Source: an optimization exercise on an open RTL-to-GDS flow (aim: small area and a short achievable clock period). Production flows keep margins and buffers that such runs may drop.
Where RTL was checked, it was by simulation tests only, not by an equivalence proof against the original.
For run 2, only the layout was checked, not whether the RTL still works.

==> flow/design.v, too long to show whole: its modules and the start of the top module <==
// module FIR_Filter_16tap: 3023 lines
module FIR_Filter_16tap #(parameter N = 16)(
    input clk, reset, enable,
    input [N-1:0] data_in,
    output [31:0] data_out
);
  // ...
==> flow/flow/run.sh <==
#!/bin/bash
# Layout flow: the standard flow with its synthesis netlist replaced by a
# hand-built gate netlist of the same design (flow/hand.py, the script that
# also wrote rtl/fir_filter_16tap.v, so registers and adder structure match
# the RTL one for one), then
#  - flow/fixpol.py removes inverters around full adders (a full adder is
#    self-dual); the logic function is unchanged;
#  - timing repair aims at a setup margin of 11.3 ns (about a 4.7 ns period)
#    instead of the bare 16 ns clock;
#  - ports are buffered with buf_4 cells, and the clock tree uses clkbuf_8
#    cells, sink clusters of 15 and no dummy loads.
# The standard synthesis still runs first; if its registers (names and cell
# types) differ from the hand netlist's, its own netlist is kept instead.
# Logs: make_synth.log, hand.log, fixpol.log, make_finish.log here, and the
# ORFS logs under orfs/logs.
set -euo pipefail
MARGIN=${MARGIN:-11.3}
CTS="-sink_clustering_enable -repair_clock_nets -dont_use_dummy_load -buf_list {sky130_fd_sc_hd__clkbuf_8} -sink_clustering_size 15 -sink_clustering_max_diameter 60"
R=orfs/results/sky130hd/FIR_Filter_16tap/base
bash standard.sh synth > make_synth.log 2>&1
cp $R/1_2_yosys.v std_synth.v
python3 flow/hand.py --pol alt --csC --x1c --cpaA bk --gclr -o hand.v > hand.log 2>&1
regs() { grep -o 'dfxtp_1 [^ ]*' "$1" | sort; }
if [[ "$(regs std_synth.v)" == "$(regs hand.v)" ]] && [[ $(regs hand.v | wc -l) -gt 0 ]]; then
  echo "using hand netlist" >> hand.log
  cp hand.v $R/1_2_yosys.v
else
  echo "register mismatch: keeping the standard netlist" >> hand.log
fi
python3 flow/fixpol.py $R/1_2_yosys.v > fixpol.log 2>&1
touch $R/1_2_yosys.v
bash standard.sh finish SETUP_SLACK_MARGIN=$MARGIN "BUFFER_PORTS_ARGS=-buffer_cell sky130_fd_sc_hd__buf_4" "CTS_ARGS=$CTS" > make_finish.log 2>&1
==> flow/flow/fixpol.py <==
#!/usr/bin/env python3
"""Remove inverters around full adders in a mapped sky130hd netlist.

A full adder is self-dual: FA(~a,~b,~c) = (~cout, ~sum).  Yosys' extract_fa
often leaves inverters between adders; this picks, for every fa cell, whether
it works on true or complemented signals so that as few inverters as
possible remain.  The logic function of the netlist is unchanged.
usage: fixpol.py netlist.v  (rewritten in place)
"""
import re, sys, os, collections, random

path = sys.argv[1]
text = open(path).read()
m = re.search(r'^module\s.*?^endmodule', text, re.S | re.M)
body = m.group(0)

cell_re = re.compile(r'^\s*(sky130_fd_sc_hd__\w+)\s+(\S+)\s*\((.*?)\);\s*$', re.S | re.M)
pin_re = re.compile(r'\.(\w+)\(\s*(.*?)\s*\)\s*(?:,|$)', re.S)
OUTPINS = {'X', 'Y', 'Q', 'Q_N', 'SUM', 'COUT', 'HI', 'LO'}

cells = []
for cm in cell_re.finditer(body):
    typ, name, pins = cm.group(1), cm.group(2), cm.group(3)
    pl = [(p, n.strip()) for p, n in pin_re.findall(pins.strip())]
    cells.append([typ, name, pl, cm.start(), cm.end()])

assigns = [(a.start(), a.end(), a.group(1).strip(), a.group(2).strip())
           for a in re.finditer(r'^\s*assign\s+(.*?)\s*=\s*(.*?)\s*;\s*$', body, re.M)]
ports = set()
for pm in re.finditer(r'^\s*(?:input|output|inout)\s+(?:\[[^\]]*\]\s*)?(.*?);', body, re.M):
    for n in pm.group(1).split(','):
        ports.add(n.strip())
def is_port(net):
    base = net.split('[')[0].strip()
    return base in ports or net in ports

inv_of = {}                      # inverter output net -> input net
inv_cells = set()
for i, c in enumerate(cells):
    if re.match(r'sky130_fd_sc_hd__inv_\d+$', c[0]):
        d = dict(c[2])
        if is_port(d['Y']):
            continue             # keep: drives a port
        inv_of[d['Y']] = d['A']
        inv_cells.add(i)

def resolve(n):
    pol = 0
    while n in inv_of:
        n = inv_of[n]; pol ^= 1
    return n, pol

driver_fa = {}                   # root net -> fa cell index
fas = [i for i, c in enumerate(cells) if re.match(r'sky130_fd_sc_hd__fa_\d+$', c[0])]
for i in fas:
    for p, n in cells[i][2]:
        if p in ('SUM', 'COUT'):
            driver_fa[n] = i

# consumers: (cell index or None, pin index or assign idx, root, pol, is_fa)
cons = []
for i, c in enumerate(cells):
    if i in inv_cells: continue
    isfa = i in driver_fa.values() or c[0].startswith('sky130_fd_sc_hd__fa_')
    for k, (p, n) in enumerate(c[2]):
        if p in OUTPINS: continue
        if not n or n.startswith("1'") or n.startswith("'"): continue
        r, pol = resolve(n)
        cons.append(('c', i, k, r, pol, isfa))
for k, (s, e, lhs, rhs) in enumerate(assigns):
    if rhs.startswith("1'") or rhs.startswith('{'): continue
    r, pol = resolve(rhs)
    cons.append(('a', k, None, r, pol, False))

flip = collections.defaultdict(int)
by_root = collections.defaultdict(list)
by_cell = collections.defaultdict(list)
for ci, cn in enumerate(cons):
    by_root[cn[3]].append(ci)
    if cn[0] == 'c' and cn[5]: by_cell[cn[1]].append(ci)

def parity(ci):
    kind, i, k, r, pol, isfa = cons[ci]
    p = pol ^ (flip[driver_fa[r]] if r in driver_fa else 0)
    if isfa: p ^= flip[i]
    return p
def root_cost(r):
    return 1 if any(parity(ci) for ci in by_root[r]) else 0
def fa_roots(i):
    rs = set(cons[ci][3] for ci in by_cell[i])
    for p, n in cells[i][2]:
        if p in ('SUM', 'COUT'): rs.add(n)
    return rs
def total():
    return sum(root_cost(r) for r in by_root)

before = total()
rng = random.Random(1)
roots_of = {i: fa_roots(i) for i in fas}
def delta(i):
    rs = roots_of[i]
    c0 = sum(root_cost(r) for r in rs)
    flip[i] ^= 1
    c1 = sum(root_cost(r) for r in rs)
    flip[i] ^= 1
    return c1 - c0
def greedy():
    improved = True
    while improved:
        improved = False
        for i in fas:
            if delta(i) < 0:
                flip[i] ^= 1; improved = True
greedy()
cur = total(); best = cur; bestflip = dict(flip)
if fas:
    T = 2.0
    steps = int(os.environ.get("FIXPOL_STEPS", "1000")) * len(fas)
    for step in range(steps):
        T = 2.0 * (1 - step / steps) + 0.05
        i = rng.choice(fas)
        d = delta(i)
        if d <= 0 or rng.random() < pow(2.718, -d / T):
            flip[i] ^= 1; cur += d
            if cur < best:
                best = cur; bestflip = dict(flip)
    flip.clear(); flip.update(bestflip)
    greedy()
after = total()

# rewrite
invnet = {}
newcells = []
def comp(r):
    if r not in invnet:
        invnet[r] = '_fixpol_%d_' % len(invnet)
    return invnet[r]
pinrep = {}
for ci, cn in enumerate(cons):
    kind, i, k, r, pol, isfa = cn
    net = comp(r) if parity(ci) else r
    pinrep[(kind, i, k)] = net

out = []
pos = 0
edits = []
for i, c in enumerate(cells):
    if i in inv_cells:
        edits.append((c[3], c[4], ''))
        continue
    pl = []
    for k, (p, n) in enumerate(c[2]):
        pl.append((p, pinrep.get(('c', i, k), n)))
    s = '  %s %s (\n%s\n  );' % (c[0], c[1], ',\n'.join('    .%s(%s)' % (p, n if not n.startswith('\\') else n + ' ') for p, n in pl))
    edits.append((c[3], c[4], s))
for k, (s, e, lhs, rhs) in enumerate(assigns):
    if ('a', k, None) in pinrep:
        n = pinrep[('a', k, None)]
        edits.append((s, e, '  assign %s = %s;' % (lhs, n if not n.startswith('\\') else n + ' ')))
edits.sort()
nb = []
for s, e, rep in edits:
    nb.append(body[pos:s]); nb.append(rep); pos = e
nb.append(body[pos:])
nb = ''.join(nb)
decl = ''.join('  wire %s;\n' % w for w in invnet.values())
invs = ''.join('  sky130_fd_sc_hd__inv_1 _fixpol_inv_%d_ (\n    .A(%s),\n    .Y(%s)\n  );\n' % (j, r if not r.startswith('\\') else r + ' ', w) for j, (r, w) in enumerate(invnet.items()))
nb = nb.replace('endmodule', decl + invs + 'endmodule')
# declarations must come before use for some readers: insert after the port list
hdr_end = nb.index(');') + 2
nb = nb[:hdr_end] + '\n' + decl + nb[hdr_end:].replace(decl + invs + 'endmodule', invs + 'endmodule')
open(path, 'w').write(text[:m.start()] + nb + text[m.end():])
print('fixpol: fa %d, inverters %d -> %d' % (len(fas), len(inv_cells), len(invnet)), file=sys.stderr)
==> flow/standard.sh <==
#!/bin/bash
# synth_recipe.tcl (not shown) runs the flow's synth.tcl, then flattens the netlist and writes it again
# the make line also repeats each setting of config.mk as NAME=value (left out here)
make -C /OpenROAD-flow-scripts/flow DESIGN_CONFIG=/design/flow/config.mk WORK_HOME=/design/flow/orfs CLKGATE_MAP_FILE= SYNTH_SCRIPT=/design/flow/synth_recipe.tcl "${@:-finish}"
==> flow/config.mk <==
export PLATFORM = sky130hd
export DESIGN_NAME = FIR_Filter_16tap
export DESIGN_NICKNAME = FIR_Filter_16tap
export VERILOG_FILES = /design/flow/design.v
export SDC_FILE = /design/flow/constraint.sdc
export NUM_CORES = 4
export LEC_CHECK = 0
export CAP_MARGIN = 20
export CORE_MARGIN = 2
export CORE_UTILIZATION = 57
export SLEW_MARGIN = 20
==> flow/constraint.sdc <==
create_clock -name core_clock -period 16.0 [get_ports {clk}]
set_input_delay 3.2000 -clock core_clock [delete_from_list [all_inputs] [get_ports {clk}]]
set_output_delay 3.2000 -clock core_clock [all_outputs]
set_load 0.01 [all_outputs]
Not shown: flow/flow/hand.py
==> impl_metrics.toml, run 1 <==
[worst_setup_path]
path_common_cell = "a21oi_2"
cp_cell_sequence = "buf_4 > maj3_1 > xnor2_1 > o21ai_0 > a21oi_2 > o21ai_4 > a21oi_4 > buf_12 > inv_2 > a21oi_2 > xor2_1"
worstPathMaxFanout = 8
endpoint = "y1[20]"
critical_path.max_stage_delay_ns = 0.38

[placement]
dp_cells = 1738

[finish]
inv_count = 117
clkCellAreaFrac_pct = 2.41
multi_input_cells = 910

[routing]
drt-total-wl_um = 29700
highest_layer = "met4"
dr_wl_met3_um = 857

[timing]
hold_viol_final = 0
worstMarginPinSlew_ns = 0.679
fin_skew_ns = 0.0372
holdWs_ns = 0.365

[floorplan]
tap_cells = 341
die_area_sq_um = 28700
start_util_pct = 58.0
io_pins = 51

[global_routing]
grtUsageTotal_pct = 22.2
grt_overflow = 0
antenna_found_initial = 0

[outcome]
status = "no timing/DRC/antenna violations"

[yosys]
postSynthAreaPerCell_sq_um = 11.5

[clock_network]
clock_path_buffers = 3
==> run 2, diff against run 1 <==
--- a/flow/design.v
+++ b/flow/design.v
@@ -1135,118 +1135,105 @@
   wire _h2008_;
   wire _h2010_;
   wire _h2012_;
   wire _h2014_;
   wire _h2016_;
   wire _h2018_;
   wire _h2020_;
   wire _h2022_;
-  wire _h2024_;
   wire _h2026_;
   wire _h2028_;
   wire _h2030_;
   wire _h2032_;
   wire _h2034_;
-  wire _h2036_;
   wire _h2038_;
   wire _h2040_;
   wire _h2042_;
   wire _h2044_;
   wire _h2046_;
-  wire _h2048_;
   wire _h2050_;
   wire _h2052_;
   wire _h2054_;
   wire _h2056_;
   wire _h2058_;
-  wire _h2060_;
   wire _h2062_;
   wire _h2064_;
   wire _h2066_;
   wire _h2068_;
   wire _h2070_;
-  wire _h2072_;
   wire _h2074_;
   wire _h2076_;
   wire _h2078_;
   wire _h2080_;
   wire _h2082_;
-  wire _h2084_;
   wire _h2086_;
   wire _h2088_;
   wire _h2090_;
   wire _h2092_;
   wire _h2094_;
-  wire _h2096_;
   wire _h2098_;
   wire _h2100_;
   wire _h2102_;
   wire _h2104_;
   wire _h2106_;
-  wire _h2108_;
   wire _h2110_;
   wire _h2112_;
   wire _h2114_;
   wire _h2116_;
   wire _h2118_;
-  wire _h2120_;
   wire _h2122_;
   wire _h2124_;
   wire _h2126_;
   wire _h2128_;
   wire _h2130_;
-  wire _h2132_;
   wire _h2134_;
   wire _h2136_;
   wire _h2138_;
   wire _h2140_;
   wire _h2142_;
-  wire _h2144_;
   wire _h2146_;
   wire _h2148_;
   wire _h2150_;
   wire _h2152_;
   wire _h2154_;
-  wire _h2156_;
   wire _h2158_;
   wire _h2160_;
   wire _h2162_;
   wire _h2164_;
   wire _h2166_;
-  wire _h2168_;
   wire _h2170_;
   wire _h2172_;
   wire _h2174_;
   wire _h2176_;
   wire _h2178_;
-  wire _h2180_;
   wire _h2182_;
   wire _h2184_;
+  wire _h2186_;
   wire _h2188_;
   wire _h2190_;
-  wire _h2192_;
   wire _h2194_;
   wire _h2196_;
   wire _h2198_;
   wire _h2200_;
   wire _h2202_;
-  wire _h2204_;
   wire _h2206_;
   wire _h2208_;
   wire _h2210_;
   wire _h2212_;
   wire _h2214_;
   wire _h2216_;
   wire _h2218_;
   wire _h2220_;
   wire _h2222_;
   wire _h2224_;
   wire _h2226_;
+  wire _h2228_;
   wire _h2230_;
+  wire _h2232_;
   wire _h2234_;
   wire _h2236_;
   wire _h2238_;
   wire _h2240_;
   wire _h2242_;
   wire _h2244_;
   wire _h2246_;
   wire _h2248_;
@@ -1259,109 +1246,156 @@
   wire _h2262_;
   wire _h2264_;
   wire _h2266_;
   wire _h2268_;
   wire _h2270_;
   wire _h2272_;
   wire _h2274_;
   wire _h2276_;
+  wire _h2278_;
   wire _h2280_;
-  wire _h2282_;
+  wire _h2284_;
   wire _h2286_;
   wire _h2288_;
+  wire _h2290_;
   wire _h2292_;
+  wire _h2294_;
   wire _h2296_;
   wire _h2298_;
   wire _h2300_;
   wire _h2302_;
   wire _h2304_;
   wire _h2306_;
   wire _h2308_;
   wire _h2310_;
   wire _h2312_;
   wire _h2314_;
   wire _h2316_;
   wire _h2318_;
   wire _h2320_;
   wire _h2322_;
-  wire _h2324_;
   wire _h2326_;
-  wire _h2328_;
   wire _h2330_;
   wire _h2332_;
   wire _h2334_;
+  wire _h2336_;
   wire _h2338_;
+  wire _h2340_;
   wire _h2342_;
+  wire _h2344_;
   wire _h2346_;
   wire _h2348_;
+  wire _h2350_;
   wire _h2352_;
+  wire _h2354_;
   wire _h2356_;
+  wire _h2358_;
   wire _h2360_;
+  wire _h2362_;
   wire _h2364_;
+  wire _h2366_;
+  wire _h2368_;
+  wire _h2370_;
   wire _h2372_;
   wire _h2376_;
   wire _h2378_;
   wire _h2382_;
-  wire _h2386_;
+  wire _h2384_;
   wire _h2388_;
   wire _h2392_;
+  wire _h2394_;
   wire _h2396_;
   wire _h2398_;
+  wire _h2400_;
   wire _h2402_;
+  wire _h2404_;
   wire _h2406_;
+  wire _h2408_;
+  wire _h2410_;
+  wire _h2412_;
+  wire _h2414_;
   wire _h2416_;
   wire _h2418_;
   wire _h2420_;
   wire _h2422_;
   wire _h2424_;
   wire _h2426_;
   wire _h2428_;
   wire _h2430_;
-  wire _h2432_;
   wire _h2434_;
-  wire _h2436_;
   wire _h2438_;
-  wire _h2440_;
   wire _h2442_;
   wire _h2444_;
-  wire _h2446_;
   wire _h2448_;
-  wire _h2450_;
   wire _h2452_;
-  wire _h2454_;
   wire _h2456_;
-  wire _h2458_;
   wire _h2460_;
-  wire _h2462_;
-  wire _h2464_;
-  wire _h2466_;
   wire _h2468_;
-  wire _h2470_;
   wire _h2472_;
   wire _h2474_;
-  wire _h2476_;
   wire _h2478_;
-  wire _h2480_;
   wire _h2482_;
   wire _h2484_;
-  wire _h2486_;
   wire _h2488_;
-  wire _h2490_;
   wire _h2492_;
   wire _h2494_;
-  wire _h2496_;
   wire _h2498_;
-  wire _h2500_;
   wire _h2502_;
-  wire _h2504_;
-  wire _h2506_;
-  wire _h2508_;
-  wire _h2510_;
   wire _h2512_;
+  wire _h2514_;
+  wire _h2516_;
+  wire _h2518_;
+  wire _h2520_;
+  wire _h2522_;
+  wire _h2524_;
+  wire _h2526_;
+  wire _h2528_;
+  wire _h2530_;
+  wire _h2532_;
+  wire _h2534_;
+  wire _h2536_;
+  wire _h2538_;
+  wire _h2540_;
+  wire _h2542_;
+  wire _h2544_;
+  wire _h2546_;
+  wire _h2548_;
+  wire _h2550_;
+  wire _h2552_;
+  wire _h2554_;
+  wire _h2556_;
+  wire _h2558_;
+  wire _h2560_;
+  wire _h2562_;
+  wire _h2564_;
+  wire _h2566_;
+  wire _h2568_;
+  wire _h2570_;
+  wire _h2572_;
+  wire _h2574_;
+  wire _h2576_;
+  wire _h2578_;
+  wire _h2580_;
+  wire _h2582_;
+  wire _h2584_;
+  wire _h2586_;
+  wire _h2588_;
+  wire _h2590_;
+  wire _h2592_;
+  wire _h2594_;
+  wire _h2596_;
+  wire _h2598_;
+  wire _h2600_;
+  wire _h2602_;
+  wire _h2604_;
+  wire _h2606_;
+  wire _h2608_;
+  wire _h2610_;
+  wire _h2612_;
   assign _h1_ = ~(reset | ~enable);
   assign _h3_ = ~_h1_;
   assign _h5_ = data_in[0] & _h1_;
   assign _h7_ = data_in[1] & _h1_;
   assign _h9_ = data_in[2] & _h1_;
   assign _h11_ = data_in[3] & _h1_;
   assign _h13_ = data_in[4] & _h1_;
   assign _h15_ = data_in[5] & _h1_;
@@ -2470,233 +2504,267 @@
   assign _h2008_ = _h1666_ ^ _h1952_;
   assign _h2010_ = _h1786_ ^ _h1914_;
   assign _h2012_ = _h1686_ ^ _h1956_;
   assign _h2014_ = ~(_h1790_ ^ _h1894_);
   assign _h2016_ = ~(_h1794_ ^ _h1962_);
   assign _h2018_ = ~(_h1707_ ^ _h1918_);
   assign _h2020_ = ~(_h1798_ ^ _h1966_);
   assign _h2022_ = ~(_h1721_ ^ _h1884_);
-  assign _h2024_ = data_in[1] ^ data_in[0];
-  assign _h2026_ = _h2024_ ^ _h1976_;
-  assign _h2028_ = (data_in[1] & data_in[0]) | (data_in[1] & _h1976_) | (data_in[0] & _h1976_);
-  assign _h2030_ = data_in[2] ^ data_in[1];
-  assign _h2032_ = _h2030_ ^ _h1978_;
-  assign _h2034_ = (data_in[2] & data_in[1]) | (data_in[2] & _h1978_) | (data_in[1] & _h1978_);
-  assign _h2036_ = data_in[3] ^ data_in[2];
-  assign _h2038_ = _h2036_ ^ _h1980_;
-  assign _h2040_ = (data_in[3] & data_in[2]) | (data_in[3] & _h1980_) | (data_in[2] & _h1980_);
-  assign _h2042_ = data_in[4] ^ data_in[3];
-  assign _h2044_ = _h2042_ ^ _h1982_;
-  assign _h2046_ = (data_in[4] & data_in[3]) | (data_in[4] & _h1982_) | (data_in[3] & _h1982_);
-  assign _h2048_ = data_in[5] ^ data_in[4];
-  assign _h2050_ = _h2048_ ^ _h1984_;
-  assign _h2052_ = (data_in[5] & data_in[4]) | (data_in[5] & _h1984_) | (data_in[4] & _h1984_);
-  assign _h2054_ = data_in[6] ^ data_in[5];
-  assign _h2056_ = _h2054_ ^ _h1986_;
-  assign _h2058_ = (data_in[6] & data_in[5]) | (data_in[6] & _h1986_) | (data_in[5] & _h1986_);
-  assign _h2060_ = data_in[7] ^ data_in[6];
-  assign _h2062_ = _h2060_ ^ _h1988_;
-  assign _h2064_ = (data_in[7] & data_in[6]) | (data_in[7] & _h1988_) | (data_in[6] & _h1988_);
-  assign _h2066_ = data_in[8] ^ data_in[7];
-  assign _h2068_ = _h2066_ ^ _h1990_;
-  assign _h2070_ = (data_in[8] & data_in[7]) | (data_in[8] & _h1990_) | (data_in[7] & _h1990_);
-  assign _h2072_ = data_in[9] ^ data_in[8];
-  assign _h2074_ = _h2072_ ^ _h1992_;
-  assign _h2076_ = (data_in[9] & data_in[8]) | (data_in[9] & _h1992_) | (data_in[8] & _h1992_);
-  assign _h2078_ = data_in[10] ^ data_in[9];
-  assign _h2080_ = _h2078_ ^ _h1994_;
-  assign _h2082_ = (data_in[10] & data_in[9]) | (data_in[10] & _h1994_) | (data_in[9] & _h1994_);
-  assign _h2084_ = data_in[11] ^ data_in[10];
-  assign _h2086_ = _h2084_ ^ _h1996_;
-  assign _h2088_ = (data_in[11] & data_in[10]) | (data_in[11] & _h1996_) | (data_in[10] & _h1996_);
-  assign _h2090_ = data_in[12] ^ data_in[11];
-  assign _h2092_ = _h2090_ ^ _h1998_;
-  assign _h2094_ = (data_in[12] & data_in[11]) | (data_in[12] & _h1998_) | (data_in[11] & _h1998_);
-  assign _h2096_ = data_in[13] ^ data_in[12];
-  assign _h2098_ = _h2096_ ^ _h2000_;
-  assign _h2100_ = (data_in[13] & data_in[12]) | (data_in[13] & _h2000_) | (data_in[12] & _h2000_);
-  assign _h2102_ = data_in[14] ^ data_in[13];
-  assign _h2104_ = _h2102_ ^ _h2002_;
-  assign _h2106_ = (data_in[14] & data_in[13]) | (data_in[14] & _h2002_) | (data_in[13] & _h2002_);
-  assign _h2108_ = data_in[15] ^ data_in[14];
-  assign _h2110_ = _h2108_ ^ _h2004_;
-  assign _h2112_ = (data_in[15] & data_in[14]) | (data_in[15] & _h2004_) | (data_in[14] & _h2004_);
-  assign _h2114_ = data_in[15] ^ _h2112_;
-  assign _h2116_ = _h2114_ ^ _h2006_;
-  assign _h2118_ = (data_in[15] & _h2112_) | (data_in[15] & _h2006_) | (_h2112_ & _h2006_);
-  assign _h2120_ = ~(data_in[0] & _h1974_ & _h1_);
-  assign _h2122_ = ~(data_in[0] ^ _h1974_);
-  assign _h2124_ = ~(_h2028_ & _h2032_ & _h1_);
-  assign _h2126_ = ~(_h2028_ ^ _h2032_);
-  assign _h2128_ = ~(_h2034_ & _h2038_ & _h1_);
-  assign _h2130_ = ~(_h2034_ ^ _h2038_);
-  assign _h2132_ = ~(_h2040_ & _h2044_ & _h1_);
-  assign _h2134_ = ~(_h2040_ ^ _h2044_);
-  assign _h2136_ = ~(_h2046_ & _h2050_ & _h1_);
-  assign _h2138_ = ~(_h2046_ ^ _h2050_);
-  assign _h2140_ = ~(_h2052_ & _h2056_ & _h1_);
-  assign _h2142_ = ~(_h2052_ ^ _h2056_);
-  assign _h2144_ = ~(_h2058_ & _h2062_ & _h1_);
-  assign _h2146_ = ~(_h2058_ ^ _h2062_);
-  assign _h2148_ = ~(_h2064_ & _h2068_ & _h1_);
-  assign _h2150_ = ~(_h2064_ ^ _h2068_);
-  assign _h2152_ = ~(_h2070_ & _h2074_ & _h1_);
-  assign _h2154_ = ~(_h2070_ ^ _h2074_);
-  assign _h2156_ = ~(_h2076_ & _h2080_ & _h1_);
-  assign _h2158_ = ~(_h2076_ ^ _h2080_);
-  assign _h2160_ = ~(_h2082_ & _h2086_ & _h1_);
-  assign _h2162_ = ~(_h2082_ ^ _h2086_);
-  assign _h2164_ = ~(_h2088_ & _h2092_ & _h1_);
-  assign _h2166_ = ~(_h2088_ ^ _h2092_);
-  assign _h2168_ = ~(_h2094_ & _h2098_ & _h1_);
-  assign _h2170_ = ~(_h2094_ ^ _h2098_);
-  assign _h2172_ = ~(_h2100_ & _h2104_ & _h1_);
-  assign _h2174_ = ~(_h2100_ ^ _h2104_);
-  assign _h2176_ = ~(_h2106_ & _h2110_ & _h1_);
-  assign _h2178_ = ~(_h2106_ ^ _h2110_);
-  assign _h2180_ = ~(_h2118_ & _h2008_ & _h1_);
-  assign _h2182_ = ~(_h2118_ ^ _h2008_);
-  assign _h2184_ = ~(_h2120_ | ~_h2026_);
-  assign _h2188_ = ~((_h2130_ | _h2124_) & _h2128_);
-  assign _h2190_ = ~(_h2130_ | _h2126_);
-  assign _h2192_ = ~((_h2138_ | _h2132_) & _h2136_);
-  assign _h2194_ = ~(_h2138_ | _h2134_);
-  assign _h2196_ = ~((_h2146_ | _h2140_) & _h2144_);
-  assign _h2198_ = ~(_h2146_ | _h2142_);
-  assign _h2200_ = ~((_h2154_ | _h2148_) & _h2152_);
-  assign _h2202_ = ~(_h2154_ | _h2150_);
-  assign _h2204_ = ~((_h2162_ | _h2156_) & _h2160_);
-  assign _h2206_ = ~(_h2162_ | _h2158_);
-  assign _h2208_ = ~((_h2170_ | _h2164_) & _h2168_);
-  assign _h2210_ = ~(_h2170_ | _h2166_);
-  assign _h2212_ = ~((_h2178_ | _h2172_) & _h2176_);
-  assign _h2214_ = ~(_h2178_ | _h2174_);
-  assign _h2216_ = ~(_h2182_ | ~_h2116_);
-  assign _h2218_ = ~(_h2012_ & _h2010_);
-  assign _h2220_ = ~(_h2016_ & _h2014_);
-  assign _h2222_ = ~(_h2020_ & _h2018_);
-  assign _h2224_ = ~_h2184_;
-  assign _h2226_ = ~((_h2126_ | _h2224_) & _h2124_);
-  assign _h2230_ = ~((_h2190_ & _h2184_) | _h2188_);
-  assign _h2234_ = ~_h2192_;
-  assign _h2236_ = ~((_h2142_ | _h2234_) & _h2140_);
-  assign _h2238_ = ~(_h2142_ | ~_h2194_);
-  assign _h2240_ = ~((_h2198_ & _h2192_) | _h2196_);
-  assign _h2242_ = ~(_h2198_ & _h2194_);
-  assign _h2244_ = ~_h2200_;
-  assign _h2246_ = ~((_h2158_ | _h2244_) & _h2156_);
-  assign _h2248_ = ~(_h2158_ | ~_h2202_);
-  assign _h2250_ = ~((_h2206_ & _h2200_) | _h2204_);
-  assign _h2252_ = ~(_h2206_ & _h2202_);
-  assign _h2254_ = ~_h2208_;
-  assign _h2256_ = ~((_h2174_ | _h2254_) & _h2172_);
-  assign _h2258_ = ~(_h2174_ | ~_h2210_);
-  assign _h2260_ = ~((_h2214_ & _h2208_) | _h2212_);
-  assign _h2262_ = ~(_h2214_ & _h2210_);
-  assign _h2264_ = ~(_h2180_ | ~_h2010_);
-  assign _h2266_ = ~(_h2010_ & _h2216_);
-  assign _h2268_ = ~(_h2218_ | _h2180_);
-  assign _h2270_ = ~(_h2218_ | ~_h2216_);
-  assign _h2272_ = ~(_h2220_ | ~_h2018_);
-  assign _h2274_ = ~(_h2222_ | _h2220_);
-  assign _h2276_ = ~((_h2134_ | _h2230_) & _h2132_);
-  assign _h2280_ = ~_h2230_;
-  assign _h2282_ = ~((_h2194_ & _h2280_) | _h2192_);
-  assign _h2286_ = ~_h2230_;
-  assign _h2288_ = ~((_h2238_ & _h2286_) | _h2236_);
-  assign _h2292_ = ~((_h2242_ | _h2230_) & _h2240_);
-  assign _h2296_ = ~((_h2166_ | _h2250_) & _h2164_);
-  assign _h2298_ = ~(_h2166_ | _h2252_);
-  assign _h2300_ = ~_h2250_;
-  assign _h2302_ = ~((_h2210_ & _h2300_) | _h2208_);
-  assign _h2304_ = ~(_h2252_ | ~_h2210_);
-  assign _h2306_ = ~_h2250_;
-  assign _h2308_ = ~((_h2258_ & _h2306_) | _h2256_);
-  assign _h2310_ = ~(_h2252_ | ~_h2258_);
-  assign _h2312_ = ~((_h2262_ | _h2250_) & _h2260_);
-  assign _h2314_ = ~(_h2262_ | _h2252_);
-  assign _h2316_ = ~(_h2014_ & _h2268_);
-  assign _h2318_ = ~(_h2014_ & _h2270_);
-  assign _h2320_ = ~(_h2220_ | ~_h2268_);
-  assign _h2322_ = ~(_h2220_ | ~_h2270_);
-  assign _h2324_ = ~(_h2272_ & _h2268_);
-  assign _h2326_ = ~(_h2272_ & _h2270_);
-  assign _h2328_ = ~(_h2274_ & _h2268_);
-  assign _h2330_ = ~(_h2274_ & _h2270_);
-  assign _h2332_ = ~_h2292_;
-  assign _h2334_ = ~((_h2150_ | _h2332_) & _h2148_);
-  assign _h2338_ = ~((_h2202_ & _h2292_) | _h2200_);
-  assign _h2342_ = ~((_h2248_ & _h2292_) | _h2246_);
-  assign _h2346_ = ~_h2292_;
-  assign _h2348_ = ~((_h2252_ | _h2346_) & _h2250_);
-  assign _h2352_ = ~((_h2298_ & _h2292_) | _h2296_);
-  assign _h2356_ = ~((_h2304_ & _h2292_) | ~_h2302_);
-  assign _h2360_ = ~((_h2310_ & _h2292_) | ~_h2308_);
-  assign _h2364_ = ~((_h2314_ & _h2292_) | _h2312_);
-  assign _h2372_ = ~(_h2364_ | ~_h2116_);
-  assign _h2376_ = ~_h2216_;
-  assign _h2378_ = ~((_h2376_ | _h2364_) & _h2180_);
-  assign _h2382_ = ~((_h2266_ | _h2364_) & ~_h2264_);
-  assign _h2386_ = ~_h2364_;
-  assign _h2388_ = ~((_h2270_ & _h2386_) | _h2268_);
-  assign _h2392_ = ~((_h2318_ | _h2364_) & _h2316_);
-  assign _h2396_ = ~_h2364_;
-  assign _h2398_ = ~((_h2322_ & _h2396_) | _h2320_);
-  assign _h2402_ = ~((_h2326_ | _h2364_) & _h2324_);
-  assign _h2406_ = ~((_h2330_ | _h2364_) & _h2328_);
-  assign _h2416_ = ~(_h2122_ | _h3_);
-  assign _h2418_ = ~(_h2026_ & _h1_);
-  assign _h2420_ = ~(_h2126_ | _h3_);
-  assign _h2422_ = ~(_h2130_ | _h3_);
-  assign _h2424_ = ~(_h2134_ | _h3_);
-  assign _h2426_ = ~(_h2138_ | _h3_);
-  assign _h2428_ = ~(_h2142_ | _h3_);
-  assign _h2430_ = ~(_h2146_ | _h3_);
-  assign _h2432_ = ~(_h2150_ | _h3_);
-  assign _h2434_ = ~(_h2154_ | _h3_);
-  assign _h2436_ = ~(_h2158_ | _h3_);
-  assign _h2438_ = ~(_h2162_ | _h3_);
-  assign _h2440_ = ~(_h2166_ | _h3_);
-  assign _h2442_ = ~(_h2170_ | _h3_);
-  assign _h2444_ = ~(_h2174_ | _h3_);
-  assign _h2446_ = ~(_h2178_ | _h3_);
-  assign _h2448_ = ~(_h2116_ & _h1_);
-  assign _h2450_ = ~(_h2182_ | _h3_);
-  assign _h2452_ = ~(_h2010_ & _h1_);
-  assign _h2454_ = ~(_h2012_ & _h1_);
-  assign _h2456_ = ~(_h2014_ & _h1_);
-  assign _h2458_ = ~(_h2016_ & _h1_);
-  assign _h2460_ = ~(_h2018_ & _h1_);
-  assign _h2462_ = ~(_h2020_ & _h1_);
-  assign _h2464_ = ~(_h2022_ & _h1_);
-  assign _h2466_ = _h2418_ ^ _h2120_;
-  assign _h2468_ = _h2420_ ^ _h2184_;
-  assign _h2470_ = _h2422_ ^ _h2226_;
-  assign _h2472_ = ~(_h2424_ ^ _h2230_);
-  assign _h2474_ = _h2426_ ^ _h2276_;
-  assign _h2476_ = ~(_h2428_ ^ _h2282_);
-  assign _h2478_ = ~(_h2430_ ^ _h2288_);
-  assign _h2480_ = _h2432_ ^ _h2292_;
-  assign _h2482_ = _h2434_ ^ _h2334_;
-  assign _h2484_ = ~(_h2436_ ^ _h2338_);
-  assign _h2486_ = ~(_h2438_ ^ _h2342_);
-  assign _h2488_ = _h2440_ ^ _h2348_;
-  assign _h2490_ = ~(_h2442_ ^ _h2352_);
-  assign _h2492_ = ~(_h2444_ ^ _h2356_);
-  assign _h2494_ = ~(_h2446_ ^ _h2360_);
-  assign _h2496_ = _h2448_ ^ _h2364_;
-  assign _h2498_ = _h2450_ ^ _h2372_;
-  assign _h2500_ = ~(_h2452_ ^ _h2378_);
-  assign _h2502_ = ~(_h2454_ ^ _h2382_);
-  assign _h2504_ = _h2456_ ^ _h2388_;
-  assign _h2506_ = ~(_h2458_ ^ _h2392_);
-  assign _h2508_ = _h2460_ ^ _h2398_;
-  assign _h2510_ = ~(_h2462_ ^ _h2402_);
-  assign _h2512_ = ~(_h2464_ ^ _h2406_);
+  assign _h2026_ = _h1976_ ^ data_in[0] ^ data_in[1];
+  assign _h2028_ = ~_h1976_;
+  assign _h2030_ = ~(data_in[1] | data_in[0]);
+  assign _h2032_ = ~(data_in[1] & data_in[0]);
+  assign _h2034_ = ~((_h2028_ | _h2030_) & _h2032_);
+  assign _h2038_ = _h1978_ ^ data_in[1] ^ data_in[2];
+  assign _h2040_ = ~_h1978_;
+  assign _h2042_ = ~(data_in[2] | data_in[1]);
+  assign _h2044_ = ~(data_in[2] & data_in[1]);
+  assign _h2046_ = ~((_h2040_ | _h2042_) & _h2044_);
+  assign _h2050_ = _h1980_ ^ data_in[2] ^ data_in[3];
+  assign _h2052_ = ~_h1980_;
+  assign _h2054_ = ~(data_in[3] | data_in[2]);
+  assign _h2056_ = ~(data_in[3] & data_in[2]);
+  assign _h2058_ = ~((_h2052_ | _h2054_) & _h2056_);
+  assign _h2062_ = _h1982_ ^ data_in[3] ^ data_in[4];
+  assign _h2064_ = ~_h1982_;
+  assign _h2066_ = ~(data_in[4] | data_in[3]);
+  assign _h2068_ = ~(data_in[4] & data_in[3]);
+  assign _h2070_ = ~((_h2064_ | _h2066_) & _h2068_);
+  assign _h2074_ = _h1984_ ^ data_in[4] ^ data_in[5];
+  assign _h2076_ = ~_h1984_;
+  assign _h2078_ = ~(data_in[5] | data_in[4]);
+  assign _h2080_ = ~(data_in[5] & data_in[4]);
+  assign _h2082_ = ~((_h2076_ | _h2078_) & _h2080_);
+  assign _h2086_ = _h1986_ ^ data_in[5] ^ data_in[6];
+  assign _h2088_ = ~_h1986_;
+  assign _h2090_ = ~(data_in[6] | data_in[5]);
+  assign _h2092_ = ~(data_in[6] & data_in[5]);
+  assign _h2094_ = ~((_h2088_ | _h2090_) & _h2092_);
+  assign _h2098_ = _h1988_ ^ data_in[6] ^ data_in[7];
+  assign _h2100_ = ~_h1988_;
+  assign _h2102_ = ~(data_in[7] | data_in[6]);
+  assign _h2104_ = ~(data_in[7] & data_in[6]);
+  assign _h2106_ = ~((_h2100_ | _h2102_) & _h2104_);
+  assign _h2110_ = _h1990_ ^ data_in[7] ^ data_in[8];
+  assign _h2112_ = ~_h1990_;
+  assign _h2114_ = ~(data_in[8] | data_in[7]);
+  assign _h2116_ = ~(data_in[8] & data_in[7]);
+  assign _h2118_ = ~((_h2112_ | _h2114_) & _h2116_);
+  assign _h2122_ = _h1992_ ^ data_in[8] ^ data_in[9];
+  assign _h2124_ = ~_h1992_;
+  assign _h2126_ = ~(data_in[9] | data_in[8]);
+  assign _h2128_ = ~(data_in[9] & data_in[8]);
+  assign _h2130_ = ~((_h2124_ | _h2126_) & _h2128_);
+  assign _h2134_ = _h1994_ ^ data_in[9] ^ data_in[10];
+  assign _h2136_ = ~_h1994_;
+  assign _h2138_ = ~(data_in[10] | data_in[9]);
+  assign _h2140_ = ~(data_in[10] & data_in[9]);
+  assign _h2142_ = ~((_h2136_ | _h2138_) & _h2140_);
+  assign _h2146_ = _h1996_ ^ data_in[10] ^ data_in[11];
+  assign _h2148_ = ~_h1996_;
+  assign _h2150_ = ~(data_in[11] | data_in[10]);
+  assign _h2152_ = ~(data_in[11] & data_in[10]);
+  assign _h2154_ = ~((_h2148_ | _h2150_) & _h2152_);
+  assign _h2158_ = _h1998_ ^ data_in[11] ^ data_in[12];
+  assign _h2160_ = ~_h1998_;
+  assign _h2162_ = ~(data_in[12] | data_in[11]);
+  assign _h2164_ = ~(data_in[12] & data_in[11]);
+  assign _h2166_ = ~((_h2160_ | _h2162_) & _h2164_);
+  assign _h2170_ = _h2000_ ^ data_in[12] ^ data_in[13];
+  assign _h2172_ = ~_h2000_;
+  assign _h2174_ = ~(data_in[13] | data_in[12]);
+  assign _h2176_ = ~(data_in[13] & data_in[12]);
+  assign _h2178_ = ~((_h2172_ | _h2174_) & _h2176_);
+  assign _h2182_ = _h2002_ ^ data_in[13] ^ data_in[14];
+  assign _h2184_ = ~_h2002_;
+  assign _h2186_ = ~(data_in[14] | data_in[13]);
+  assign _h2188_ = ~(data_in[14] & data_in[13]);
+  assign _h2190_ = ~((_h2184_ | _h2186_) & _h2188_);
+  assign _h2194_ = _h2004_ ^ data_in[14] ^ data_in[15];
+  assign _h2196_ = ~_h2004_;
+  assign _h2198_ = ~(data_in[15] | data_in[14]);
+  assign _h2200_ = ~(data_in[15] & data_in[14]);
+  assign _h2202_ = ~((_h2196_ | _h2198_) & _h2200_);
+  assign _h2206_ = _h2006_ ^ _h2202_ ^ data_in[15];
+  assign _h2208_ = ~_h2006_;
+  assign _h2210_ = ~(data_in[15] | _h2202_);
+  assign _h2212_ = ~(data_in[15] & _h2202_);
+  assign _h2214_ = ~((_h2208_ | _h2210_) & _h2212_);
+  assign _h2216_ = ~(data_in[0] & _h1974_);
+  assign _h2218_ = ~(data_in[0] ^ _h1974_);
+  assign _h2220_ = ~(_h2034_ & _h2038_);
+  assign _h2222_ = ~(_h2034_ ^ _h2038_);
+  assign _h2224_ = ~(_h2046_ & _h2050_);
+  assign _h2226_ = ~(_h2046_ ^ _h2050_);
+  assign _h2228_ = ~(_h2058_ & _h2062_);
+  assign _h2230_ = ~(_h2058_ ^ _h2062_);
+  assign _h2232_ = ~(_h2070_ & _h2074_);
+  assign _h2234_ = ~(_h2070_ ^ _h2074_);
+  assign _h2236_ = ~(_h2082_ & _h2086_);
+  assign _h2238_ = ~(_h2082_ ^ _h2086_);
+  assign _h2240_ = ~(_h2094_ & _h2098_);
+  assign _h2242_ = ~(_h2094_ ^ _h2098_);
+  assign _h2244_ = ~(_h2106_ & _h2110_);
+  assign _h2246_ = ~(_h2106_ ^ _h2110_);
+  assign _h2248_ = ~(_h2118_ & _h2122_);
+  assign _h2250_ = ~(_h2118_ ^ _h2122_);
+  assign _h2252_ = ~(_h2130_ & _h2134_);
+  assign _h2254_ = ~(_h2130_ ^ _h2134_);
+  assign _h2256_ = ~(_h2142_ & _h2146_);
+  assign _h2258_ = ~(_h2142_ ^ _h2146_);
+  assign _h2260_ = ~(_h2154_ & _h2158_);
+  assign _h2262_ = ~(_h2154_ ^ _h2158_);
+  assign _h2264_ = ~(_h2166_ & _h2170_);
+  assign _h2266_ = ~(_h2166_ ^ _h2170_);
+  assign _h2268_ = ~(_h2178_ & _h2182_);
+  assign _h2270_ = ~(_h2178_ ^ _h2182_);
+  assign _h2272_ = ~(_h2190_ & _h2194_);
+  assign _h2274_ = ~(_h2190_ ^ _h2194_);
+  assign _h2276_ = ~(_h2214_ & _h2008_);
+  assign _h2278_ = ~(_h2214_ ^ _h2008_);
+  assign _h2280_ = ~(_h2216_ | ~_h2026_);
+  assign _h2284_ = ~((_h2226_ | _h2220_) & _h2224_);
+  assign _h2286_ = ~(_h2226_ | _h2222_);
+  assign _h2288_ = ~((_h2234_ | _h2228_) & _h2232_);
+  assign _h2290_ = ~(_h2234_ | _h2230_);
+  assign _h2292_ = ~((_h2242_ | _h2236_) & _h2240_);
+  assign _h2294_ = ~(_h2242_ | _h2238_);
+  assign _h2296_ = ~((_h2250_ | _h2244_) & _h2248_);
+  assign _h2298_ = ~(_h2250_ | _h2246_);
+  assign _h2300_ = ~((_h2258_ | _h2252_) & _h2256_);
+  assign _h2302_ = ~(_h2258_ | _h2254_);
+  assign _h2304_ = ~((_h2266_ | _h2260_) & _h2264_);
+  assign _h2306_ = ~(_h2266_ | _h2262_);
+  assign _h2308_ = ~((_h2274_ | _h2268_) & _h2272_);
+  assign _h2310_ = ~(_h2274_ | _h2270_);
+  assign _h2312_ = ~(_h2278_ | ~_h2206_);
+  assign _h2314_ = ~(_h2012_ & _h2010_);
+  assign _h2316_ = ~(_h2016_ & _h2014_);
+  assign _h2318_ = ~(_h2020_ & _h2018_);
+  assign _h2320_ = ~_h2280_;
+  assign _h2322_ = ~((_h2222_ | _h2320_) & _h2220_);
+  assign _h2326_ = ~((_h2286_ & _h2280_) | _h2284_);
+  assign _h2330_ = ~_h2288_;
+  assign _h2332_ = ~((_h2238_ | _h2330_) & _h2236_);
+  assign _h2334_ = ~(_h2238_ | ~_h2290_);
+  assign _h2336_ = ~((_h2294_ & _h2288_) | _h2292_);
+  assign _h2338_ = ~(_h2294_ & _h2290_);
+  assign _h2340_ = ~_h2296_;
+  assign _h2342_ = ~((_h2254_ | _h2340_) & _h2252_);
+  assign _h2344_ = ~(_h2254_ | ~_h2298_);
+  assign _h2346_ = ~((_h2302_ & _h2296_) | _h2300_);
+  assign _h2348_ = ~(_h2302_ & _h2298_);
+  assign _h2350_ = ~_h2304_;
+  assign _h2352_ = ~((_h2270_ | _h2350_) & _h2268_);
+  assign _h2354_ = ~(_h2270_ | ~_h2306_);
+  assign _h2356_ = ~((_h2310_ & _h2304_) | _h2308_);
+  assign _h2358_ = ~(_h2310_ & _h2306_);
+  assign _h2360_ = ~(_h2276_ | ~_h2010_);
+  assign _h2362_ = ~(_h2010_ & _h2312_);
+  assign _h2364_ = ~(_h2314_ | _h2276_);
+  assign _h2366_ = ~(_h2314_ | ~_h2312_);
+  assign _h2368_ = ~(_h2316_ | ~_h2018_);
+  assign _h2370_ = ~(_h2318_ | _h2316_);
+  assign _h2372_ = ~((_h2230_ | _h2326_) & _h2228_);
+  assign _h2376_ = ~_h2326_;
+  assign _h2378_ = ~((_h2290_ & _h2376_) | _h2288_);
+  assign _h2382_ = ~_h2326_;
+  assign _h2384_ = ~((_h2334_ & _h2382_) | _h2332_);
+  assign _h2388_ = ~((_h2338_ | _h2326_) & _h2336_);
+  assign _h2392_ = ~((_h2262_ | _h2346_) & _h2260_);
+  assign _h2394_ = ~(_h2262_ | _h2348_);
+  assign _h2396_ = ~_h2346_;
+  assign _h2398_ = ~((_h2306_ & _h2396_) | _h2304_);
+  assign _h2400_ = ~(_h2348_ | ~_h2306_);
+  assign _h2402_ = ~_h2346_;
+  assign _h2404_ = ~((_h2354_ & _h2402_) | _h2352_);
+  assign _h2406_ = ~(_h2348_ | ~_h2354_);
+  assign _h2408_ = ~((_h2358_ | _h2346_) & _h2356_);
+  assign _h2410_ = ~(_h2358_ | _h2348_);
+  assign _h2412_ = ~(_h2014_ & _h2364_);
+  assign _h2414_ = ~(_h2014_ & _h2366_);
+  assign _h2416_ = ~(_h2316_ | ~_h2364_);
+  assign _h2418_ = ~(_h2316_ | ~_h2366_);
+  assign _h2420_ = ~(_h2368_ & _h2364_);
+  assign _h2422_ = ~(_h2368_ & _h2366_);
+  assign _h2424_ = ~(_h2370_ & _h2364_);
+  assign _h2426_ = ~(_h2370_ & _h2366_);
+  assign _h2428_ = ~_h2388_;
+  assign _h2430_ = ~((_h2246_ | _h2428_) & _h2244_);
+  assign _h2434_ = ~((_h2298_ & _h2388_) | _h2296_);
+  assign _h2438_ = ~((_h2344_ & _h2388_) | _h2342_);
+  assign _h2442_ = ~_h2388_;
+  assign _h2444_ = ~((_h2348_ | _h2442_) & _h2346_);
+  assign _h2448_ = ~((_h2394_ & _h2388_) | _h2392_);
+  assign _h2452_ = ~((_h2400_ & _h2388_) | ~_h2398_);
+  assign _h2456_ = ~((_h2406_ & _h2388_) | ~_h2404_);
+  assign _h2460_ = ~((_h2410_ & _h2388_) | _h2408_);
+  assign _h2468_ = ~(_h2460_ | ~_h2206_);
+  assign _h2472_ = ~_h2312_;
+  assign _h2474_ = ~((_h2472_ | _h2460_) & _h2276_);
+  assign _h2478_ = ~((_h2362_ | _h2460_) & ~_h2360_);
+  assign _h2482_ = ~_h2460_;
+  assign _h2484_ = ~((_h2366_ & _h2482_) | _h2364_);
+  assign _h2488_ = ~((_h2414_ | _h2460_) & _h2412_);
+  assign _h2492_ = ~_h2460_;
+  assign _h2494_ = ~((_h2418_ & _h2492_) | _h2416_);
+  assign _h2498_ = ~((_h2422_ | _h2460_) & _h2420_);
+  assign _h2502_ = ~((_h2426_ | _h2460_) & _h2424_);
+  assign _h2512_ = ~_h2218_;
+  assign _h2514_ = ~_h2512_;
+  assign _h2516_ = _h2026_ ^ _h2216_;
+  assign _h2518_ = _h2222_ ^ _h2280_;
+  assign _h2520_ = _h2226_ ^ _h2322_;
+  assign _h2522_ = ~(_h2230_ ^ _h2326_);
+  assign _h2524_ = _h2234_ ^ _h2372_;
+  assign _h2526_ = ~(_h2238_ ^ _h2378_);
+  assign _h2528_ = ~(_h2242_ ^ _h2384_);
+  assign _h2530_ = _h2246_ ^ _h2388_;
+  assign _h2532_ = _h2250_ ^ _h2430_;
+  assign _h2534_ = ~(_h2254_ ^ _h2434_);
+  assign _h2536_ = ~(_h2258_ ^ _h2438_);
+  assign _h2538_ = _h2262_ ^ _h2444_;
+  assign _h2540_ = ~(_h2266_ ^ _h2448_);
+  assign _h2542_ = ~(_h2270_ ^ _h2452_);
+  assign _h2544_ = ~(_h2274_ ^ _h2456_);
+  assign _h2546_ = _h2206_ ^ _h2460_;
+  assign _h2548_ = _h2278_ ^ _h2468_;
+  assign _h2550_ = ~(_h2010_ ^ _h2474_);
+  assign _h2552_ = ~(_h2012_ ^ _h2478_);
+  assign _h2554_ = _h2014_ ^ _h2484_;
+  assign _h2556_ = ~(_h2016_ ^ _h2488_);
+  assign _h2558_ = _h2018_ ^ _h2494_;
+  assign _h2560_ = ~(_h2020_ ^ _h2498_);
+  assign _h2562_ = ~(_h2022_ ^ _h2502_);
+  assign _h2564_ = ~(_h2514_ | _h3_);
+  assign _h2566_ = ~(_h2516_ | _h3_);
+  assign _h2568_ = ~(_h2518_ | _h3_);
+  assign _h2570_ = ~(_h2520_ | _h3_);
+  assign _h2572_ = ~(_h2522_ | _h3_);
+  assign _h2574_ = ~(_h2524_ | _h3_);
+  assign _h2576_ = ~(_h2526_ | _h3_);
+  assign _h2578_ = ~(_h2528_ | _h3_);
+  assign _h2580_ = ~(_h2530_ | _h3_);
+  assign _h2582_ = ~(_h2532_ | _h3_);
+  assign _h2584_ = ~(_h2534_ | _h3_);
+  assign _h2586_ = ~(_h2536_ | _h3_);
+  assign _h2588_ = ~(_h2538_ | _h3_);
+  assign _h2590_ = ~(_h2540_ | _h3_);
+  assign _h2592_ = ~(_h2542_ | _h3_);
+  assign _h2594_ = ~(_h2544_ | _h3_);
+  assign _h2596_ = ~(_h2546_ | _h3_);
+  assign _h2598_ = ~(_h2548_ | _h3_);
+  assign _h2600_ = ~(_h2550_ | _h3_);
+  assign _h2602_ = ~(_h2552_ | _h3_);
+  assign _h2604_ = ~(_h2554_ | _h3_);
+  assign _h2606_ = ~(_h2556_ | _h3_);
+  assign _h2608_ = ~(_h2558_ | _h3_);
+  assign _h2610_ = ~(_h2560_ | _h3_);
+  assign _h2612_ = ~(_h2562_ | _h3_);
   always @(posedge clk) begin
     x1[0] <= _h5_;
     x1[1] <= _h7_;
     x1[2] <= _h9_;
     x1[3] <= _h11_;
     x1[4] <= _h13_;
     x1[5] <= _h15_;
     x1[6] <= _h17_;
@@ -2988,36 +3056,36 @@
     Cs[19] <= _h1565_;
     Cc[19] <= _h1567_;
     Cs[20] <= _h1569_;
     Cc[20] <= _h1571_;
     Cs[21] <= _h1573_;
     Cs[22] <= _h1575_;
     Cs[23] <= _h1577_;
     Cs[24] <= _h1579_;
-    y1[0] <= _h2416_;
-    y1[1] <= _h2466_;
-    y1[2] <= _h2468_;
-    y1[3] <= _h2470_;
-    y1[4] <= _h2472_;
-    y1[5] <= _h2474_;
-    y1[6] <= _h2476_;
-    y1[7] <= _h2478_;
-    y1[8] <= _h2480_;
-    y1[9] <= _h2482_;
-    y1[10] <= _h2484_;
-    y1[11] <= _h2486_;
-    y1[12] <= _h2488_;
-    y1[13] <= _h2490_;
-    y1[14] <= _h2492_;
-    y1[15] <= _h2494_;
-    y1[16] <= _h2496_;
-    y1[17] <= _h2498_;
-    y1[18] <= _h2500_;
-    y1[19] <= _h2502_;
-    y1[20] <= _h2504_;
-    y1[21] <= _h2506_;
-    y1[22] <= _h2508_;
-    y1[23] <= _h2510_;
-    y1[24] <= _h2512_;
+    y1[0] <= _h2564_;
+    y1[1] <= _h2566_;
+    y1[2] <= _h2568_;
+    y1[3] <= _h2570_;
+    y1[4] <= _h2572_;
+    y1[5] <= _h2574_;
+    y1[6] <= _h2576_;
+    y1[7] <= _h2578_;
+    y1[8] <= _h2580_;
+    y1[9] <= _h2582_;
+    y1[10] <= _h2584_;
+    y1[11] <= _h2586_;
+    y1[12] <= _h2588_;
+    y1[13] <= _h2590_;
+    y1[14] <= _h2592_;
+    y1[15] <= _h2594_;
+    y1[16] <= _h2596_;
+    y1[17] <= _h2598_;
+    y1[18] <= _h2600_;
+    y1[19] <= _h2602_;
+    y1[20] <= _h2604_;
+    y1[21] <= _h2606_;
+    y1[22] <= _h2608_;
+    y1[23] <= _h2610_;
+    y1[24] <= _h2612_;
   end
   assign data_out = {7'd0, y1};
 endmodule
--- a/flow/flow/run.sh
+++ b/flow/flow/run.sh
@@ -14,17 +14,17 @@
 # Logs: make_synth.log, hand.log, fixpol.log, make_finish.log here, and the
 # ORFS logs under orfs/logs.
 set -euo pipefail
 MARGIN=${MARGIN:-11.3}
 CTS="-sink_clustering_enable -repair_clock_nets -dont_use_dummy_load -buf_list {sky130_fd_sc_hd__clkbuf_8} -sink_clustering_size 15 -sink_clustering_max_diameter 60"
 R=orfs/results/sky130hd/FIR_Filter_16tap/base
 bash standard.sh synth > make_synth.log 2>&1
 cp $R/1_2_yosys.v std_synth.v
-python3 flow/hand.py --pol alt --csC --x1c --cpaA bk --gclr -o hand.v > hand.log 2>&1
+python3 flow/hand.py --pol alt --csC --x1c --cpaA bk --fast3 -o hand.v > hand.log 2>&1
 regs() { grep -o 'dfxtp_1 [^ ]*' "$1" | sort; }
 if [[ "$(regs std_synth.v)" == "$(regs hand.v)" ]] && [[ $(regs hand.v | wc -l) -gt 0 ]]; then
   echo "using hand netlist" >> hand.log
   cp hand.v $R/1_2_yosys.v
 else
   echo "register mismatch: keeping the standard netlist" >> hand.log
 fi
 python3 flow/fixpol.py $R/1_2_yosys.v > fixpol.log 2>&1
--- a/flow/flow/hand.py
+++ b/flow/flow/hand.py
@@ -16,17 +16,16 @@
 ap.add_argument('-o', default='hand.v')
 ap.add_argument('--rtl', default=None, help='also write the RTL with the same structure')
 ap.add_argument('--pol', default='alt')
 ap.add_argument('--khi', type=int, default=20)
 ap.add_argument('--cpaA', default='sk')
 ap.add_argument('--csC', action='store_true')
 ap.add_argument('--x1c', action='store_true')
 ap.add_argument('--fast3', action='store_true')
-ap.add_argument('--gclr', action='store_true')
 ap.add_argument('--cpaC', default='sk')
 ap.add_argument('--cpaY', default='sk')
 args = ap.parse_args()
 
 def polymul(p, q):
     r = [0]*(len(p)+len(q)-1)
     for i, a in enumerate(p):
         for j, c in enumerate(q):
@@ -163,56 +162,41 @@
             for e in pick: col.remove(e)
             a, b, c = [lit(e[0], p) for e in pick]
             s_, c_ = FA(a[0], b[0], c[0])
             t = max(e[1] for e in pick)
             col.append(((s_, p), t + DS))
             if j+1 < W: cols[j+1].append(((c_, p), t + DC))
     return cols
 
-def sklansky(rows, want_inv_sum, kind='sk', gclr=False):
+def sklansky(rows, want_inv_sum, kind='sk'):
     """rows: per column list of <=2 signals (pol 0 or const).  returns per-bit
     sum nets, complemented when want_inv_sum."""
     n = W
     # bitwise generate / propagate, each as (net-or-const, pol)
     g, p = [], []
     for j in range(n):
         bits = [s for s, t in rows[j]]
         consts = [s for s in bits if s[1] is None]
         real = [s for s in bits if s[1] is not None]
         cval = sum(int(s[0]) for s in consts)
         assert len(bits) <= 2 and cval <= 1
-        if len(real) == 2 and gclr:
-            # generates are forced to 0 while clr: then every carry is 0
-            (a, pa), (b, pb) = real[0], real[1]
-            if pa == 0 and pb == 0:
-                g.append((gate('nand3_1', A=a, B=b, C=clrn), 1))
-            elif pa == 1 and pb == 1:
-                g.append((gate('nor3_1', A=a, B=b, C=clr), 0))
-            else:
-                if pa == 0: a, b = b, a       # a complemented, b true
-                g.append((gate('nor3b_1', A=a, B=clr, C_N=b), 0))
-            p.append((XNOR2(a, b), 1 ^ (pa ^ pb)))
-        elif len(real) == 2:
+        if len(real) == 2:
             (a, pa), (b, pb) = real[0], real[1]
             if pa == 0 and pb == 0:
                 g.append((NAND2(a, b), 1))    # inverted generate
             elif pa == 1 and pb == 1:
                 g.append((NOR2(a, b), 0))     # ~an & ~bn
             else:
                 if pa == 0: a, b = b, a       # a complemented, b true
                 g.append((gate('nor2b_1', A=a, B_N=b), 0))
             # xnor of the nets: inverted propagate when the pols agree
             p.append((XNOR2(a, b), 1 ^ (pa ^ pb)))
         elif len(real) == 1 and cval == 1:
-            if gclr:
-                a, pa = real[0]
-                g.append((NAND2(a, clrn), 1) if pa == 0 else (NOR2(a, clr), 0))
-            else:
-                g.append(real[0])
+            g.append(real[0])
             p.append((real[0][0], 1 ^ real[0][1]))   # p = ~a
         elif len(real) == 1:
             g.append(('0', None)); p.append(real[0])
         elif cval == 1:
             g.append(('0', None)); p.append(('1', None))
         else:
             g.append(('0', None)); p.append(('0', None))
     bitp = list(p)
@@ -268,24 +252,16 @@
         for i in range(n):
             if kind == 'ks':
                 if i >= d: NG[i], NP[i] = combine(G[i], Pp[i], G[i-d], Pp[i-d])
             elif (i // d) % 2 == 1:
                 j = (i // d) * d - 1
                 NG[i], NP[i] = combine(G[i], Pp[i], G[j], Pp[j])
         G, Pp = NG, NP
         d *= 2
-    if gclr:
-        # the propagate bits used in the sums are forced to 0 while clr
-        gp = []
-        for q in bitp:
-            if q[1] is None: gp.append((clrn, 0) if int(q[0]) else q)
-            elif q[1] == 0: gp.append((NAND2(q[0], clrn), 1))
-            else: gp.append((NOR2(q[0], clr), 0))
-        bitp = gp
     sums = []
     for i in range(n):
         pi = bitp[i]
         ci = G[i-1] if i > 0 else ('0', None)
         # sum = pi ^ ci ; produce it in polarity want_inv_sum
         if ci[1] is None:
             s = lit(pi, 0) if int(ci[0]) == 0 else lit(pi, 1)
             if s[1] is None:
@@ -448,26 +424,20 @@
         if i+1 < W:
             if i+1 == 16: carry = c       # joins column 16 (a single data_in bit)
             else: colsY[i+1].append((c, 1.0))
     else:
         for x in xs: colsY[i].append((x, 1.0))
         colsY[i].append((a, 0.5))
 addconst(colsY, KHI)
 rowsY = tree(colsY, 'Y')
-sY = sklansky(rowsY, not args.gclr, args.cpaY, args.gclr)
+sY = sklansky(rowsY, True, args.cpaY)
 for i in range(W):
     s = sY[i]
-    if args.gclr:
-        # sums already 0 while clr
-        if s[1] is None:
-            d = gate('conb_1', 'HI' if int(s[0]) else 'LO')
-        else:
-            d = lit(s, 0)[0]
-    elif s[1] is None:
+    if s[1] is None:
         v = int(s[0]) ^ 1
         d = clrn if v else gate('conb_1', 'LO')
     else:
         d = NOR2(s[0], clr)
     flops.append(('y1[%d]' % i, d, 'data_out[%d]' % i))
 
 # ---------------------------------------------------------------- cleanup
 OUTP = {'X', 'Y', 'Q', 'SUM', 'COUT', 'HI', 'LO'}
@@ -518,19 +488,16 @@
 FUN = {
     'inv_1': lambda p: ('Y', '~%s' % p['A']),
     'nand2_1': lambda p: ('Y', '~(%s & %s)' % (p['A'], p['B'])),
     'nor2_1': lambda p: ('Y', '~(%s | %s)' % (p['A'], p['B'])),
     'and2_1': lambda p: ('X', '%s & %s' % (p['A'], p['B'])),
     'or2_1': lambda p: ('X', '%s | %s' % (p['A'], p['B'])),
     'xor2_1': lambda p: ('X', '%s ^ %s' % (p['A'], p['B'])),
     'xor3_1': lambda p: ('X', '%s ^ %s ^ %s' % (p['A'], p['B'], p['C'])),
-    'nand3_1': lambda p: ('Y', '~(%s & %s & %s)' % (p['A'], p['B'], p['C'])),
-    'nor3_1': lambda p: ('Y', '~(%s | %s | %s)' % (p['A'], p['B'], p['C'])),
-    'nor3b_1': lambda p: ('Y', '~(%s | %s | ~%s)' % (p['A'], p['B'], p['C_N'])),
     'xnor2_1': lambda p: ('Y', '~(%s ^ %s)' % (p['A'], p['B'])),
     'maj3_1': lambda p: ('X', '(%s & %s) | (%s & %s) | (%s & %s)' % (p['A'], p['B'], p['A'], p['C'], p['B'], p['C'])),
     'a21oi_1': lambda p: ('Y', '~((%s & %s) | %s)' % (p['A1'], p['A2'], p['B1'])),
     'o21ai_0': lambda p: ('Y', '~((%s | %s) & %s)' % (p['A1'], p['A2'], p['B1'])),
     'a21boi_0': lambda p: ('Y', '~((%s & %s) | ~%s)' % (p['A1'], p['A2'], p['B1_N'])),
     'o21bai_1': lambda p: ('Y', '~((%s | %s) & ~%s)' % (p['A1'], p['A2'], p['B1_N'])),
     'nor2b_1': lambda p: ('Y', '~(%s | ~%s)' % (p['A'], p['B_N'])),
     'nand2b_1': lambda p: ('Y', '~(~%s & %s)' % (p['A_N'], p['B'])),
==> flow/config.mk (replaced) <==
export PLATFORM = sky130hd
export DESIGN_NAME = FIR_Filter_16tap
export DESIGN_NICKNAME = FIR_Filter_16tap
export VERILOG_FILES = /design/flow/design.v
export SDC_FILE = /design/flow/constraint.sdc
export NUM_CORES = 4
export LEC_CHECK = 0
export CAP_MARGIN = 20
export CORE_MARGIN = 2
export CORE_UTILIZATION = 62
export SLEW_MARGIN = 20
==> run 2 against run 1 <==
  * Register-to-register slack about the same
  * Still clean
  * First-iteration DRC count rose by 40%
==> impl_metrics.toml, run 2 <==
[outcome]
status = "no timing/DRC/antenna violations"

[finish]
largestRegisters = "Cs (25), y1 (25), Cc (19)"
final_cell_mix = "325 x dfxtp_1, 259 x fa_1, 215 x nand2_1"
diodes = 0
drive_gt1_share_pct = 9.39
final_cell_count_no_fill = 1799
area_growth_pct = 10.1
nets = 1757
final_common_cell = "dfxtp_1"

[worst_setup_path]
ff2ff_path_depth = 20
required_ns = 16.41
worst_setup_path_end_kind = "flip-flop"
critPathArrivalTime_ns = 5.06
r2r-end = "y1[12]"
cp_cell_sequence = "buf_4 > xor3_1 > xnor2_2 > o21ai_2 > a21oi_2 > o21ai_2 > a21oi_4 > buf_6 > o21bai_4 > xnor2_1 > nor2_1"
path_class = "primary input to flip-flop"
path_common_cell = "o21ai_2"
r2r-start = "y1[0]"
crit_path_start_kind = "primary input"
rrSetupSlack_ns = 11.61
worstPathMaxFanout = 8
critPathSlowestCell = "xor3_1"
critical_path.max_stage_delay_ns = 0.41

[timing]
fin_skew_ns = 0.0581
maxSlewViolCount = 0
setup_viol = 0
max_freq_mhz = 215
worstMarginPinSlew_ns = 0.977
fin_crit_sh_pct = 29.1
min_period_ns = 4.65
hold_viol_final = 0
relSlewSlack_pct = 34.9
fin_setup_tns_ns = 0
rsz0062_at_grt = "yes"

[min_path]
whs_path_depth = 1
hold_end = "xn4[15]"
min_from = "x3[15]"
hold_path.class = "flip-flop to flip-flop"

[routing]
drc_errors = 0
wl_per_cell_um = 16.0
dr.pass1.iters = 4
drt_iter0_markers = 404
vias = 8991
drt-total-wl_um = 28700
drt-vias-per-instance = 5.00
drtAntennaViolNets = 0

[placement]
portBuffers = 43
hpwl_um = 21600
dp_cells = 1758
place_congestion = 0.795

[clock_network]
clk_latency_ns = 0.59
clk_pin_slew_ns = 0.09
cts.sinks = 325
cts_max_level = 1
root_buffer = "clkbuf_8"
clock_path_buffers = 3
numCtsBuffers = 30
cts_tree = "built"

[yosys]
synth_nets = 1668
synthesis.area_sq_um = 15800
synth_cells = 1382
postSynthAreaPerCell_sq_um = 11.4
yosysWarnings = 1

[floorplan]
core_area_sq_um = 25000
die_w_um = 163
io_pins = 51
std_cell_rows = 58
die_y_um = 163
start_util_pct = 62.9
die_area_sq_um = 26700

[global_routing]
grt_overflow = 0
antenna_found_initial = 0
grt_pass1_vias = 9708
grt_pass1_wl_um = 48400
grtUsageTotal_pct = 23.2
grt_max_degree = 96

[flow_run]
maxCapViolCount = 0
run 2: worst max-delay path, delay by kind of cell:
kind	cells	cell delay (ns)
xor gates and xnor gates	3	0.80
AOI/OAI and AO/OA	5	0.70
buffers and inverters	2	0.30
and+or+nand+nor	1	0.05
run 2: cell type report:
class / instances / area [sq um]
multi-input cells: 926 / 9070
inverters: 131 / 494
fillers: 1879 / 7680
repair buffers: 57 / 459
flip-flops and latches: 325 / 6510
well taps: 330 / 413
clock buffers: 30 / 413
run 2: stage by stage:
stage               hold slack [ns]  setup slack [ns]  utilization (%)  area, sq um
finish                        0.374             11.35             69.3        17400
global route                  0.384             11.25             69.3        17400
CTS                           0.373             11.30             68.3        17100
detailed placement            0.356              9.85             66.0        16500
global placement              0.353              9.92             66.0        16500
floorplan                     0.352              8.35                -        15800
run 2: repair_timing:
| action | in CTS | in global routing |
|---|---|---|
| buffers inserted | 7 | 4 |
| pin swaps | 5 | 29 |
| endpoints found under the setup margin | 58 | 16 |
| hold buffers | 0 | 0 |
| resized for setup | 27 | 66 |
run 2: worst max path at each step:
stage	startpoint	to	slack, ns	cells past startpoint
2_1_floorplan	enable	Cc[10]	8.35	3
3_3_place_gp	data_in[2]	y1[22]	9.92	11
3_5_place_dp	data_in[2]	y1[20]	9.85	11
4_1_cts	y1[0]	y1[20]	11.30	22
5_1_grt	data_in[5]	y1[22]	11.25	11
6_report	data_in[8]	y1[19]	11.35	11
run 2: metal layers:
| metal | GRT usage (%) | vias up | wire length [um] | part of all wire (%) |
|---|---|---|---|---|
| met2 | 39.2 | 104 | 14400 | 50 |
| li1 | - | 4307 | - | - |
| met1 | 32.5 | 4539 | 12800 | 45 |
| met3 | 2.67 | 41 | 791 | 2.8 |
| met4 | 5.47 | 0 | 690 | 2.4 |
| met5 | 0 | - | 0 | 0 |

==> afterwards: timing with drivers on the ports <==
The flow's constraints put no driver on any port. The routed layouts listed below were extracted and timed again, unchanged, in two steps.
Step 1 sets driving cells, clkbuf_16 on the clock port and buf_2 on the other inputs (assumed; they add their load-dependent delay and slew).
Step 2 adds t to the input delays and takes it off the output delays; t is the mean of the earliest and latest rising clock arrival at the registers after step 1. Input paths then give back, and output paths get back, about the clock's delay inside the block.
Three values: no drivers, after step 1, after step 2; two values: the first two.
run | t, ns | slack for setup (ns) | worst setup path at the end | worst register clock-pin slew, ns
run 1 | 0.631 | 11.305 / 11.326 / 10.696 | input to register | 0.10 / 0.10
run 2 | 0.611 | 11.351 / 11.366 / 10.756 | input to register | 0.10 / 0.10
After both steps every run listed still meets setup and hold. For run 1, which loses most, drivers alone change the setup slack by +0.021 ns; drivers and shift together by -0.609 ns.
